Background: an optimization exercise with open tools, aiming at small area. Do not read the settings as production practice.
In this exercise RTL edits were held to simulation tests only and were not proved equivalent to the original.
No activity file was given, so power comes from the tool's default toggle rates.

==> run K <==
==> flow/design.v (excerpt) <==
module main(
	input clk,
	input rst,
	input btnu,
	input btnd,
	input btnl,
	input btnr,
	output [7:0] rgb,
	output hsync1,
	output vsync1,
	output reg [9:0] h_counter,
	output reg [9:0] v_counter,
	output reg [3:0] an,
	output [6:0] seg,
	output reg [1:0] direction
    );
==> flow/config.mk <==
export PLATFORM = sky130hd
export DESIGN_NAME = main
export DESIGN_NICKNAME = main
export VERILOG_FILES = /design/flow/design.v
export SDC_FILE = /design/flow/constraint.sdc
export NUM_CORES = 4
export LEC_CHECK = 0
export CAP_MARGIN = 20
export CORE_MARGIN = 2
export CORE_UTILIZATION = 55
export PLACE_DENSITY = 0.75
export SLEW_MARGIN = 20
==> flow/constraint.sdc <==
create_clock -name core_clock -period 12.0 [get_ports {clk}]
set_input_delay 2.4000 -clock core_clock [delete_from_list [all_inputs] [get_ports {clk}]]
set_output_delay 2.4000 -clock core_clock [all_outputs]
set_load 0.01 [all_outputs]
standard.sh (not shown) runs the stock make flow with config.mk's settings and CLKGATE_MAP_FILE= SYNTH_SCRIPT=/design/flow/synth_recipe.tcl, a recipe that flattens the netlist after the stock synthesis.
==> flow/flow/run.sh <==
#!/bin/bash
# Layout flow: the standard ORFS flow (standard.sh, synthesis unchanged) with two
# changes: the clock tree is built without dummy load cells, and the port buffers that
# buffer_ports inserts are the smallest buffer cell. make's full output goes to flow.log
# here; ORFS keeps each step's own log under orfs/logs/.
set -euo pipefail
export CTS_ARGS="-sink_clustering_enable -repair_clock_nets -sink_clustering_size 14 -sink_clustering_max_diameter 50 -buf_list {sky130_fd_sc_hd__clkbuf_2 sky130_fd_sc_hd__clkbuf_4 sky130_fd_sc_hd__clkbuf_8} -dont_use_dummy_load"
export BUFFER_PORTS_ARGS="-buffer_cell sky130_fd_sc_hd__buf_1"
bash standard.sh > flow.log 2>&1
==> run P (differences from run K) <==
==> flow/flow/run.sh (replaced) <==
#!/bin/bash
# Layout flow: the standard ORFS flow (standard.sh, synthesis unchanged) with two
# changes: the clock tree is built without dummy load cells, and the port buffers that
# buffer_ports inserts are the smallest buffer cell. make's full output goes to flow.log
# here; ORFS keeps each step's own log under orfs/logs/.
set -euo pipefail
export CTS_ARGS="-sink_clustering_enable -repair_clock_nets -sink_clustering_size 16 -sink_clustering_max_diameter 60 -buf_list sky130_fd_sc_hd__clkbuf_8 -dont_use_dummy_load"
export BUFFER_PORTS_ARGS="-buffer_cell sky130_fd_sc_hd__buf_1"
bash standard.sh > flow.log 2>&1
Settings changed: CORE_UTILIZATION 55 to 40, PLACE_DENSITY 0.75 to 0.6.
==> summary.txt <==
Between run P and run K, the lower via count is in run P (gap 0.66%, measured against run K). Between run P and run K, the lower cell count is in run K (gap 7.2%, measured against run K). Of run K and run P, run K has the higher clock power (gap about 2%, measured against run P). Between run K and run P, the lower sequential share of layout area is in run P (gap 0.41 points). In run K the core utilization is higher than in run P, by 16 points. Between run P and run K, the lower cell area is in run K (gap about 0.7%, measured against run K). In non-clock buffer count, run P and run K do not differ. In synthesized cell count, run K and run P do not differ. Flip-flop and latch count is the same in run P and run K. Total power: run K is larger than run P (0.57%).
==> figures <==
quantity	run K	run P
Status	finished clean	finished clean
Worst slack, placed	7.65 ns	7.38 ns
Power dissipated in combinational cells	242 uW	244 uW
Chip height	169 um	198 um
Total via count in the routed design	9218	9157
Cell total after placement	1686	1813
Fin cells	1728	1852
Final Routed Wirelength	26.7 mm	27.8 mm
Die outline width	169 um	198 um
Reported net switching power	657 uW	663 uW
Power per cell area	172 nW/um2	169 nW/um2
Global-route wire length before repair	43.8 mm	45.4 mm
Time the final worst path needs with I/O delays and setup	4.76 ns	4.79 ns
Critical Path AT	2.36 ns	2.39 ns
Clock buffer and inverter area fraction after layout	3.62%	3.34%
Fin Hold WS	0.302 ns	0.280 ns
Clk_buf instances	42	39
GRT met3 Usage	3.19%	2.91%
Vias in the first global route	8876	9029
Worst IR Drop VDD	0.0877 mV	0.0755 mV
Routed wire length per instance	15.5 um	15.0 um
Initial Utilization	55.9%	40.9%

-- static timing again, ports no longer ideal --
The results above use ideal ports. As a check the final layouts listed here were re-extracted and re-timed, cells and wires unchanged. Step 1 sets driving cells, clkbuf_16 on the clock port and buf_2 on the other inputs (assumed; they add their load-dependent delay and slew). Step 2 adds t to the input delays and takes it off the output delays; t is the mean of the earliest and latest rising clock arrival at the registers after step 1. Input paths then give back, and output paths get back, about the clock's delay inside the block. Three values: ideal, step 1, step 2; two values: the first two.
run | t, ns | setup slack, ns | worst setup path after step 2
run K | 0.571 | 7.243 / 7.198 / 7.743 | input to register
run P | 0.588 | 7.214 / 7.164 / 7.560 | input to register
After both steps every run listed still meets setup and hold.
